Background: an optimization exercise with open tools, aiming at small area. Do not read the settings as production practice.
Function not checked in this run: the RTL went through the layout flow alone.
Power and IR drop assume default switching activity.

==> design.v <==
module sedge_sel_sv(
  input ain,
  input Clk,
  input rst_i,
  output edg
);
reg ain_d1,ain_d2,ain_d3;
always @(posedge Clk or posedge rst_i)
begin
  if (rst_i)
    begin
      ain_d1 <= 1'b0;
      ain_d2 <= 1'b0;
      ain_d3 <= 1'b0;
    end
  else
    begin
      ain_d1 <= ain;
      ain_d2 <= ain_d1;
      ain_d3 <= ain_d2;
    end
end
assign edg = ain_d2 & ~ain_d3;
endmodule
module regfile_with_be #( 
  parameter STAT_CNT = 32, 
  parameter CTRL_CNT = 32, 
  parameter ADDR_W = 7, 
  parameter DATA_W = 8,
  parameter SEL_SR_BY_MSB = 1 
) (
  input                                  clk_i,
  input                                  rst_i,
  input        [DATA_W-1:0]              data_i,          
  input                                  wren_i,          
  input        [1:0]                     be_i,            
  input        [ADDR_W-1:0]              addr_i,          
  input        [STAT_CNT*DATA_W-1:0]     sreg_i, 
  output logic [DATA_W-1:0]              data_o,          
  output logic [CTRL_CNT*DATA_W-1:0]     creg_o  
); 
localparam CR_CNT_WIDTH = ( CTRL_CNT == 1 ) ? ( 1 ) : $clog2( CTRL_CNT );
localparam SR_CNT_WIDTH = ( STAT_CNT == 1 ) ? ( 1 ) : $clog2( STAT_CNT );
logic [CR_CNT_WIDTH-1:0] cr_local_addr;
logic [SR_CNT_WIDTH-1:0] sr_local_addr;
logic [DATA_W-1:0] ctrl_regs [CTRL_CNT-1:0]; 
logic status_is_sel;
integer i;
always_ff @( posedge clk_i, posedge rst_i )
  if( rst_i )
    begin
      for( i = 0; i < CTRL_CNT; i = i + 1 )
        ctrl_regs[i] <= '0;
    end
  else
    if( wren_i & !status_is_sel & ( cr_local_addr < CTRL_CNT ) )
      case( be_i )
        2'b01:
          ctrl_regs[cr_local_addr][7:0] <= data_i[7:0]; 
        2'b10:
          ctrl_regs[cr_local_addr][15:8] <= data_i[15:8]; 
        2'b11:
          ctrl_regs[cr_local_addr] <= data_i; 
        default: ;
      endcase      
assign status_is_sel = ( SEL_SR_BY_MSB == 1 ) ? ( addr_i[ADDR_W-1]   ) : ( addr_i >= CTRL_CNT       );
assign cr_local_addr = ( SEL_SR_BY_MSB == 1 ) ? ( addr_i[ADDR_W-2:0] ) : ( addr_i[CR_CNT_WIDTH-1:0] );
assign sr_local_addr = ( SEL_SR_BY_MSB == 1 ) ? ( addr_i[ADDR_W-2:0] ) : ( addr_i - CTRL_CNT        );
always_comb
  if( status_is_sel ) 
    data_o = ( sr_local_addr < STAT_CNT ) ? sreg_i[sr_local_addr*DATA_W +: DATA_W] : '0;
  else       
    data_o = ( cr_local_addr < CTRL_CNT ) ? ctrl_regs[cr_local_addr] : '0;
genvar g;
generate
  for( g = 0; g < CTRL_CNT; g = g + 1 )
    begin : g_creg
      assign creg_o[g*DATA_W +: DATA_W] = ctrl_regs[g];
    end
endgenerate
endmodule
module avalon_width_adapter #(
  parameter WIDTH_RATIO        = 2,
  parameter NARROW_IF_BE_W     = 4,   
  parameter WIDE_IF_ADDR_W     = 12,
  parameter SLAVE_ADDR_IS_BYTE = 0,
  parameter WIDE_IF_BE_W      = WIDTH_RATIO * NARROW_IF_BE_W, 
  parameter NARROW_IF_DATA_W  = NARROW_IF_BE_W * 8, 
  parameter WIDE_IF_DATA_W    = WIDTH_RATIO * NARROW_IF_DATA_W, 
  parameter NARROW_IF_ADDR_W  = SLAVE_ADDR_IS_BYTE ? WIDE_IF_ADDR_W : ( WIDE_IF_ADDR_W - $clog2( NARROW_IF_BE_W ) )
) (
  input                                 clk_i,
  input                                 rst_i,
  input  [WIDE_IF_DATA_W-1:0]           wide_writedata_i,
  input  [WIDE_IF_BE_W-1:0]             wide_byteenable_i,
  input                                 wide_write_i,
  input                                 wide_read_i,
  input  [WIDE_IF_ADDR_W-1:0]           wide_address_i,
  output logic [WIDE_IF_DATA_W-1:0]     wide_readdata_o,
  output logic                          wide_waitrequest_o,
  output logic                          wide_datavalid_o,
  output logic [NARROW_IF_DATA_W-1:0]   narrow_writedata_o,
  output logic [NARROW_IF_BE_W-1:0]     narrow_byteenable_o,
  output logic                          narrow_write_o,
  output logic                          narrow_read_o,
  output logic [NARROW_IF_ADDR_W-1:0]   narrow_address_o,
  input [NARROW_IF_DATA_W-1:0]          narrow_readdata_i,
  input                                 narrow_datavalid_i,
  input                                 narrow_waitrequest_i
);
localparam TAKT_W    = $clog2(WIDTH_RATIO);
logic read_is_finished_0;
logic read_is_finished_1;
logic write_is_finished;
localparam [2:0] IDLE_S         = 3'd1,
                 READ_S         = 3'd2,
                 WRITE_S        = 3'd4;
logic [2:0] state, next_state;
always_ff @( posedge clk_i or posedge rst_i )
  if( rst_i )
    state <= IDLE_S;
  else
    state <= next_state;
always_comb
  begin
    next_state = state;
    case( state )
      IDLE_S:
        begin
          if( wide_read_i )
            next_state = READ_S;
          else  
            if( wide_write_i )
              next_state = WRITE_S;
        end
      READ_S:
        begin
          if( read_is_finished_1 )
            next_state = IDLE_S;
        end
      WRITE_S:
        begin
          if( write_is_finished )
            next_state = IDLE_S;
        end
      default: ;
    endcase
  end
logic [WIDE_IF_DATA_W-1:0]                     wide_writedata_d1;
logic [WIDE_IF_BE_W-1:0]                       wide_byteenable_d1;
logic [WIDE_IF_ADDR_W-1:0]                     wide_address_d1;
always_ff @( posedge clk_i )
  if( ( state == IDLE_S ) && ( next_state != IDLE_S ) )
    begin
      wide_writedata_d1  <= wide_writedata_i;
      wide_byteenable_d1 <= wide_byteenable_i;
      wide_address_d1    <= wide_address_i;
    end
logic [TAKT_W:0]   takt_cnt;
logic [TAKT_W-1:0] rd_takt_cnt;
always_ff @( posedge clk_i or posedge rst_i )
  if( rst_i )
    takt_cnt <= '0;
  else
    if( next_state == IDLE_S )
      takt_cnt <= '0;
    else
      if( !narrow_waitrequest_i )  
        if( takt_cnt != WIDTH_RATIO )
          takt_cnt <= takt_cnt + 1'd1;
always_ff @( posedge clk_i or posedge rst_i )
  if( rst_i )
    rd_takt_cnt <= '0;
  else
    if( next_state != READ_S )
      rd_takt_cnt <= '0;
    else
      if( narrow_datavalid_i )
        rd_takt_cnt <= rd_takt_cnt + 1'd1;
always_comb
  if( ( state == IDLE_S ) && ( next_state != IDLE_S ) )
    begin
      narrow_writedata_o  = wide_writedata_i[NARROW_IF_DATA_W-1:0];
      narrow_byteenable_o = wide_byteenable_i[NARROW_IF_BE_W-1:0];
    end
  else
    begin
      narrow_writedata_o  = wide_writedata_d1[ takt_cnt[TAKT_W-1:0]*NARROW_IF_DATA_W +: NARROW_IF_DATA_W ];
      narrow_byteenable_o = wide_byteenable_d1[ takt_cnt[TAKT_W-1:0]*NARROW_IF_BE_W +: NARROW_IF_BE_W ];
    end  
logic [WIDE_IF_ADDR_W-1:0] wide_address_w;
always_comb
  if( ( state == IDLE_S ) && ( next_state != IDLE_S ) )
    wide_address_w = wide_address_i;
  else  
    wide_address_w = wide_address_d1;
generate 
  if( SLAVE_ADDR_IS_BYTE )
    begin : g_byte_addr
      assign narrow_address_o = wide_address_w + ( takt_cnt << $clog2( NARROW_IF_BE_W )  );
    end
  else
    begin : g_item_addr
      assign narrow_address_o = ( wide_address_w >> $clog2( NARROW_IF_BE_W ) ) + takt_cnt;
    end
endgenerate
assign narrow_write_o = ( next_state == WRITE_S ) || ( state == WRITE_S );
assign narrow_read_o  = ( ( next_state == READ_S  ) || ( state == READ_S  ) ) && ( takt_cnt < WIDTH_RATIO );
assign read_is_finished_0   = narrow_datavalid_i && ( rd_takt_cnt == WIDTH_RATIO - 1 ) && ( state == READ_S  );
assign write_is_finished    = !narrow_waitrequest_i && ( takt_cnt == WIDTH_RATIO - 1 ) && ( state == WRITE_S );
always_ff @( posedge clk_i or posedge rst_i )
  if( rst_i )
    read_is_finished_1 <= 1'b0;
  else
    read_is_finished_1 <= read_is_finished_0;
logic [WIDE_IF_DATA_W-1:0] wide_readdata;
always_ff @( posedge clk_i )
  wide_readdata[ rd_takt_cnt*NARROW_IF_DATA_W +: NARROW_IF_DATA_W ] <= narrow_readdata_i;
assign wide_readdata_o    = wide_readdata;
assign wide_datavalid_o   = read_is_finished_1; 
assign wide_waitrequest_o = ( next_state != IDLE_S ); 
endmodule
module fpga2sdram_test(
  input  wire         clk,
  input  wire         rst,
  input  wire [9:0]   reg_address,
  input  wire         reg_write,
  input  wire         reg_read,
  input  wire [63:0]  reg_writedata,
  input  wire [7:0]   reg_byteenable,
  output wire [63:0]  reg_readdata,
  output wire         reg_waitrequest,
  output wire         reg_readdatavalid,
  output wire [27:0]  sdram0_address,
  output wire [7:0]   sdram0_burstcount,
  output wire         sdram0_write,
  output wire [127:0] sdram0_writedata,
  output wire [15:0]  sdram0_byteenable,
  input  wire         sdram0_waitrequest,
  output wire         irq
);
localparam CR_CNT = 5;
localparam SR_CNT = 3;
localparam DATA_W = 16;
localparam ADDR_W = 10;
localparam DMA_CTRL_CR        = 0;
localparam DMA_CTRL_CR_RUN_STB  = 0;
localparam DMA_ADDR_CR0       = 1;
localparam DMA_ADDR_CR1       = 2;
localparam DMA_SIZE_CR0       = 3;
localparam DMA_SIZE_CR1       = 4;
localparam DMA_STAT_SR        = 0;
localparam DMA_STAT_SR_BUSY     = 0;
localparam DMA_CYCLE_CNT_SR0  = 1;
localparam DMA_CYCLE_CNT_SR1  = 2;
logic               reg16_write;
logic               reg16_read;
logic [8:0]         reg16_address;
logic [15:0]        reg16_writedata;
logic [1:0]         reg16_byteenable;
logic [15:0]        reg16_readdata;
logic               reg16_readdatavalid;
logic               reg16_waitrequest;
avalon_width_adapter #(
  .SLAVE_ADDR_IS_BYTE                     ( 0                                ),
  .WIDTH_RATIO                            ( 4                                ),
  .NARROW_IF_BE_W                         ( 2                                ),
  .WIDE_IF_ADDR_W                         ( 10                               )
) avalon_width_adapter_regs (
  .clk_i                                  ( clk                              ),
  .rst_i                                  ( rst                              ),
  .wide_writedata_i                       ( reg_writedata                    ),
  .wide_byteenable_i                      ( reg_byteenable                   ),
  .wide_write_i                           ( reg_write                        ),
  .wide_read_i                            ( reg_read                         ),
  .wide_address_i                         ( reg_address                      ),
  .wide_readdata_o                        ( reg_readdata                     ),
  .wide_waitrequest_o                     ( reg_waitrequest                  ),
  .wide_datavalid_o                       ( reg_readdatavalid                ),
  .narrow_writedata_o                     ( reg16_writedata                  ),
  .narrow_byteenable_o                    ( reg16_byteenable                 ),
  .narrow_write_o                         ( reg16_write                      ),
  .narrow_read_o                          ( reg16_read                       ),
  .narrow_address_o                       ( reg16_address                    ),
  .narrow_readdata_i                      ( reg16_readdata                   ),
  .narrow_datavalid_i                     ( reg16_readdatavalid              ),
  .narrow_waitrequest_i                   ( reg16_waitrequest                )
);
logic [CR_CNT*DATA_W-1:0] cregs_w;
logic [SR_CNT*DATA_W-1:0] sregs_w;
regfile_with_be #( 
  .CTRL_CNT                               ( CR_CNT                           ), 
  .STAT_CNT                               ( SR_CNT                           ), 
  .ADDR_W                                 ( ADDR_W                           ), 
  .DATA_W                                 ( DATA_W                           ), 
  .SEL_SR_BY_MSB                          ( 0                                )
) fpga_id_regfile (
  .clk_i                                  ( clk                              ),
  .rst_i                                  ( rst                              ),
  .data_i                                 ( reg16_writedata                  ),
  .wren_i                                 ( reg16_write                      ),
  .addr_i                                 ( {1'b0, reg16_address}            ),
  .be_i                                   ( reg16_byteenable                 ),
  .sreg_i                                 ( sregs_w                          ),
  .data_o                                 ( reg16_readdata                   ),
  .creg_o                                 ( cregs_w                          )
); 
assign reg16_readdatavalid = reg16_read; 
assign reg16_waitrequest = 1'b0;
logic run_test;
logic run_test_stb;
logic [31:0] dma_data_size;
logic [31:0] dma_addr;
logic test_is_running;
logic [31:0] data_cnt;
logic [31:0] addr_cnt;
logic [31:0] cycle_cnt;
logic test_finished;
assign run_test       = cregs_w[DMA_CTRL_CR*DATA_W + DMA_CTRL_CR_RUN_STB];
assign dma_addr       = { cregs_w[DMA_ADDR_CR1*DATA_W +: DATA_W], cregs_w[DMA_ADDR_CR0*DATA_W +: DATA_W] };
assign dma_data_size  = { cregs_w[DMA_SIZE_CR1*DATA_W +: DATA_W], cregs_w[DMA_SIZE_CR0*DATA_W +: DATA_W] };
assign sregs_w[DMA_STAT_SR*DATA_W +: DATA_W] = { 15'd0, test_is_running };
assign sregs_w[DMA_CYCLE_CNT_SR0*DATA_W +: DATA_W] = cycle_cnt[15:0];
assign sregs_w[DMA_CYCLE_CNT_SR1*DATA_W +: DATA_W] = cycle_cnt[31:16];
sedge_sel_sv run_test_sel(
  .Clk                         ( clk           ),
  .rst_i                       ( rst           ),
  .ain                         ( run_test      ),
  .edg                         ( run_test_stb  )
);
always_ff @( posedge clk or posedge rst )
  if( rst )
    test_is_running <= 1'b0;
  else
    if( run_test_stb )
      test_is_running <= 1'b1;
    else
      if( test_finished )
        test_is_running <= 1'b0;
always_ff @( posedge clk or posedge rst )
  if( rst )
    cycle_cnt <= '0;
  else
    if( run_test_stb )
      cycle_cnt <= '0;
    else
      if( test_is_running )
        cycle_cnt <= cycle_cnt + 1;
always_ff @( posedge clk or posedge rst )
  if( rst )
    data_cnt <= '0;
  else
    if( !test_is_running )
      data_cnt <= '0;
    else
      if( !sdram0_waitrequest )
        if( data_cnt != ( dma_data_size - 1 ) )
          data_cnt <= data_cnt + 1;
always_ff @( posedge clk )
  if( run_test_stb )
    addr_cnt <= dma_addr;
  else
    if( !sdram0_waitrequest )
      addr_cnt <= addr_cnt + 1;
assign test_finished = ( data_cnt == ( dma_data_size - 1 ) ) && !sdram0_waitrequest;
assign irq = test_finished && test_is_running;
assign sdram0_writedata  = { 32'hffffffff, ~data_cnt, 32'h00000000, data_cnt };
assign sdram0_write      = test_is_running;
assign sdram0_byteenable = 16'hffff;
assign sdram0_burstcount = 8'd1;
assign sdram0_address    = addr_cnt[27:0];
endmodule
==> run.sh <==
#!/bin/bash
# synth_recipe.tcl (not shown) runs the flow's synth.tcl, then flattens the netlist and writes it again
# the make line also repeats each setting of config.mk as NAME=value (left out here)
make -C /OpenROAD-flow-scripts/flow DESIGN_CONFIG=/design/flow/config.mk WORK_HOME=/design/flow/orfs CLKGATE_MAP_FILE= SYNTH_SCRIPT=/design/flow/synth_recipe.tcl finish
==> config.mk <==
export PLATFORM = sky130hd
export DESIGN_NAME = fpga2sdram_test
export DESIGN_NICKNAME = fpga2sdram_test
export VERILOG_FILES = /design/flow/design.v
export SDC_FILE = /design/flow/constraint.sdc
export NUM_CORES = 4
export LEC_CHECK = 0
export CAP_MARGIN = 20
export CORE_MARGIN = 2
export CORE_UTILIZATION = 40
export SLEW_MARGIN = 20
==> constraint.sdc <==
create_clock -name core_clock -period 6.0 [get_ports {clk}]
set_input_delay 1.2000 -clock core_clock [delete_from_list [all_inputs] [get_ports {clk}]]
set_output_delay 1.2000 -clock core_clock [all_outputs]
set_load 0.01 [all_outputs]
==> reports/qor.yml <==
synth_top_family_by_area: "simple AND/OR/NAND/NOR gates"
synth_area_leaders: "dfrtp_1 22%, edfxtp_1 17%, dfxtp_1 8.3%"
required_ns: 4.80
vias: 14120
setup_ws_ns: 0.4536
cts_buffer_depth: 3
grt_max_degree: 129
yosysTopAreaCellShare_pct: 22.25
die_y_microns: 213.5
synth-xor-area-share_pct: 4.642
synth-main-ff-cell: "dfrtp_1"
synth_area_sq_um: 17550
startpoint_type: "flop"
post_drt_wl_per_cell_microns: 19.51
fmax_mhz: 180.3
place_ws_ns: 0.08342
cts_tree: "built"
core_sq_um: 43170
start_util_pct: 40.65
critical_path.max_fanout: 8
drcViolationCount: 0
finalSetupViolCount: 0
synth_top_cell_by_area: "dfrtp_1"
synth.distinct_cells: 84
io_pins: 335
cts_resized: 0
timing.critical_path.buf_inv: 2
worst_pin_slew_ns: 1.048
chipWidth_microns: 213.5
dpl_cell_area_sq_um: 20440
cp.arrival_ns: 4.35
vdd_drop_max_mv: 0.2617
numCtsBuffers: 38
drt-pass1-iter-count: 6
crit_chain: "inv_1 > ha_1 > nor4b_2 > nand4_1 > or4_1 > o41ai_2 > nand4_1 > nor4_4 > and3_1 > clkdlybuf4s50_1"
via_per_inst: 5.364
io_buffer_count: 245
drive_gt1_share_pct: 12.60
grt_pass1_wl_mm: 77.59
final_max_slew_viol_count: 0
cap_violations: 0
async_flop_share_pct: 47.58
clock_sinks: 330
overflow: 0
power.density_nw_per_um2: 425.1
syn_inst: 1778
synth_area_per_cell_sq_um: 9.870
ant_nets: 0
critPathSlowestCell: "or4_1"
fin_crit_sh_pct: 92.44
hp-class: "reg -> reg"
multi_input_area_sq_um: 8023
drt-total-wl_mm: 51.35
critPathCaptureType: "output pin"
diodes: 0
final_nets: 2125
cts_hold_buf: 0
yosys_warnings: 5
timing.slew.headroom_pct: 29.59
rows: 76
design_area_sq_um: 21720
synth-compound-area-share_pct: 12.06
die_area_sq_um: 45560
clk_pin_slew_ns: 0.06
clock_skew_ns: 0.01297
cpMostUsedCell: "nand4_1"
cts_max_level: 2
status: "complete, no violations"
grt_pass1_vias: 13440
rsz0062_at_grt: "false"
synthAdderAreaFrac_pct: 1.540
root_buffer: "clkbuf_16"
drtIter0Drc: 1216
utilization_pct: 50.30
antenna_found_initial: 1
timing.hold.ws_ns: 0.3756
ys_seq_elements: 330
crit_type: "reg -> out"
hpwl_mm: 37.65
synth_edf_count: 100
hold_viol_final: 0
critPathMaxStageDelay_ns: 0.55
syn2layout_area_growth_pct: 23.75
setup_tns_ns: 0
yosysSeqAreaShare_pct: 47.84
seqCellArea_sq_um: 8394
cts_setup_buffers: 0
muxShareOfSynthArea_pct: 8.193
period_needed_ns: 5.546
crit_family: "simple AND/OR/NAND/NOR gates"
gp_congestion: 0.8659
grt_usage_pct: 22.21
fillers: 3993
synth-simple-area-share_pct: 16.97
leakage_nw: 8.698
clock_latency_ns: 0.56
==> final timing paths <==
path / cells after the start / start / slack (ns) / endpoint
max in group asynchronous: 3 / rst / 3.70 / fpga_id_regfile.ctrl_regs[3][5]
min: 0 / run_test_sel.ain_d1 / 0.38 / run_test_sel.ain_d2
min reg2reg: 0 / run_test_sel.ain_d1 / 0.38 / run_test_sel.ain_d2
max: 10 / fpga_id_regfile.ctrl_regs[3][0] / 0.45 / irq
max reg2reg: 21 / avalon_width_adapter_regs.takt_cnt[2] / 1.11 / avalon_width_adapter_regs.wide_readdata[37]
min in group asynchronous: 2 / rst / 1.21 / data_cnt[3]
==> synth_stat cells (24+ instances only) <==
cell and number:
nand4_1 27, dfrtp_1 156, xor2_1 43, mux2_2 81, nand2_1 190, edfxtp_1 100, a31oi_1 66, or3_1 24
a22oi_1 32, nor3_1 87, nand3_1 47, xnor2_1 50, o21ai_0 116, clkbuf_1 73, nor2_1 74, a21oi_1 60
dfxtp_1 73, buf_4 89, inv_1 117
==> power breakdown <==
group	leakage, nW	internal [mW]	total [mW]	switching, mW
combinational	4.47	1.51	3.86	2.36
clock	0.644	1.38	2.35	0.964
sequential	3.58	2.67	3.02	0.353
==> kinds of logic (layout without fill, tap and decap cells) <==
| family | count (synthesis) | after routing |
|---|---|---|
| AND/OR/NAND/NOR | 578 | 578 |
| AO/OA/AOI/OAI | 343 | 343 |
| flip-flops | 330 | 330 |
| buffers and inverters | 300 | 483 |
| multiplexers | 111 | 111 |
| XOR/XNOR | 93 | 93 |
| adder cells (fa/ha/maj) | 21 | 21 |
| other | 2 | 88 |
==> routing by layer <==
| metal | up-vias | global-route usage [%] | share of wire [%] |
|---|---|---|---|
| li1 | 6672 | - | - |
| met3 | 71 | 4.028 | 6.4 |
| met4 | 2 | 7.328 | 3.0 |
| met1 | 6885 | 30.23 | 44 |
| met5 | - | 0 | 0.025 |
| met2 | 489 | 35.88 | 47 |
==> worst register-to-register path, stage by stage, from the launching register on <==
cell and delay, ns:
dfrtp_1 0.47, inv_1 0.10, ha_1 0.17, a21oi_1 0.07, a21oi_1 0.12, o21ai_0 0.19
o311ai_4 0.45, clkinv_2 0.14, nand2_1 0.09, nand2_1 0.07, ha_1 0.21, fa_1 0.50
inv_1 0.14, ha_1 0.21, and2_1 0.61, nor4_2 0.09, buf_4 0.24, a21oi_1 0.27
buf_4 0.21, nor3_1 0.06, a31oi_1 0.24, o21ai_0 0.12
==> cells in the final DEF, fill, tap and decap left out, types with 32 or more instances in the layout <==
master and instances:
clkdlybuf4s50_1 245, nand2_1 189, dfrtp_1 156, o21ai_0 116
inv_1 116, edfxtp_1 100, conb_1 88, nor3_1 87
mux2_2 81, dfxtp_1 73, nor2_1 72, a31oi_1 66
a21oi_1 60, xnor2_1 49, nand3_1 47, buf_4 47
xor2_1 43, clkbuf_16 39, a22oi_1 32
==> flip-flops by register name, indices dropped and copies added, names as in the netlist, 2 cells and up <==
signal                                        count
avalon_width_adapter_regs.wide_readdata          64
avalon_width_adapter_regs.takt_cnt                3
cycle_cnt                                        32
addr_cnt                                         28
avalon_width_adapter_regs.wide_writedata_d1      64
avalon_width_adapter_regs.wide_byteenable_d1      8
avalon_width_adapter_regs.rd_takt_cnt             2
avalon_width_adapter_regs.wide_address_d1         9
avalon_width_adapter_regs.state                   3
fpga_id_regfile.ctrl_regs                        80
data_cnt                                         32
==> cell type report <==
class	count	share of cell area, %
Tap cell	585	3.371
Clock inverter	19	0.7721
Inverter	119	2.086
Timing Repair Buffer	294	13.10
Multi-Input combinational cell	1234	36.94
Clock buffer	51	5.070
Sequential cell	330	38.66
==> through the flow <==
stage          total power, mW  cells
3_5_place_dp             6.885   2562
4_1_cts                  9.267   2632
5_1_grt                  9.725   2632
6_report                 9.232   2632
2_1_floorplan            5.094   1864
3_3_place_gp             6.829   2562

[re-timing with driven ports]
The flow's constraints put no driver on any port. The routed layout listed below was extracted and timed again, unchanged, in two steps.
Step 1: set_driving_cell puts a clkbuf_16 on clk and a buf_2 on each other input, an assumption about the parent block.
Step 2 also shifts input and output timing later by t, the mid clock arrival at the registers, as if the neighbouring blocks saw the same clock.
a / b / c = ideal / step 1 / step 2; a / b = the first two.
t, ns: 0.605
slack for setup (ns): 0.454 / 0.399 / 0.084
hold slack, ns: 0.376 / 0.376 / 0.376
worst register clock-pin slew, ns: 0.06 / 0.06
cell pins on the clock port's net: 1
After both steps setup and hold are still met in this run. For this run, drivers alone change the setup slack by -0.055 ns; drivers and shift together by -0.370 ns.
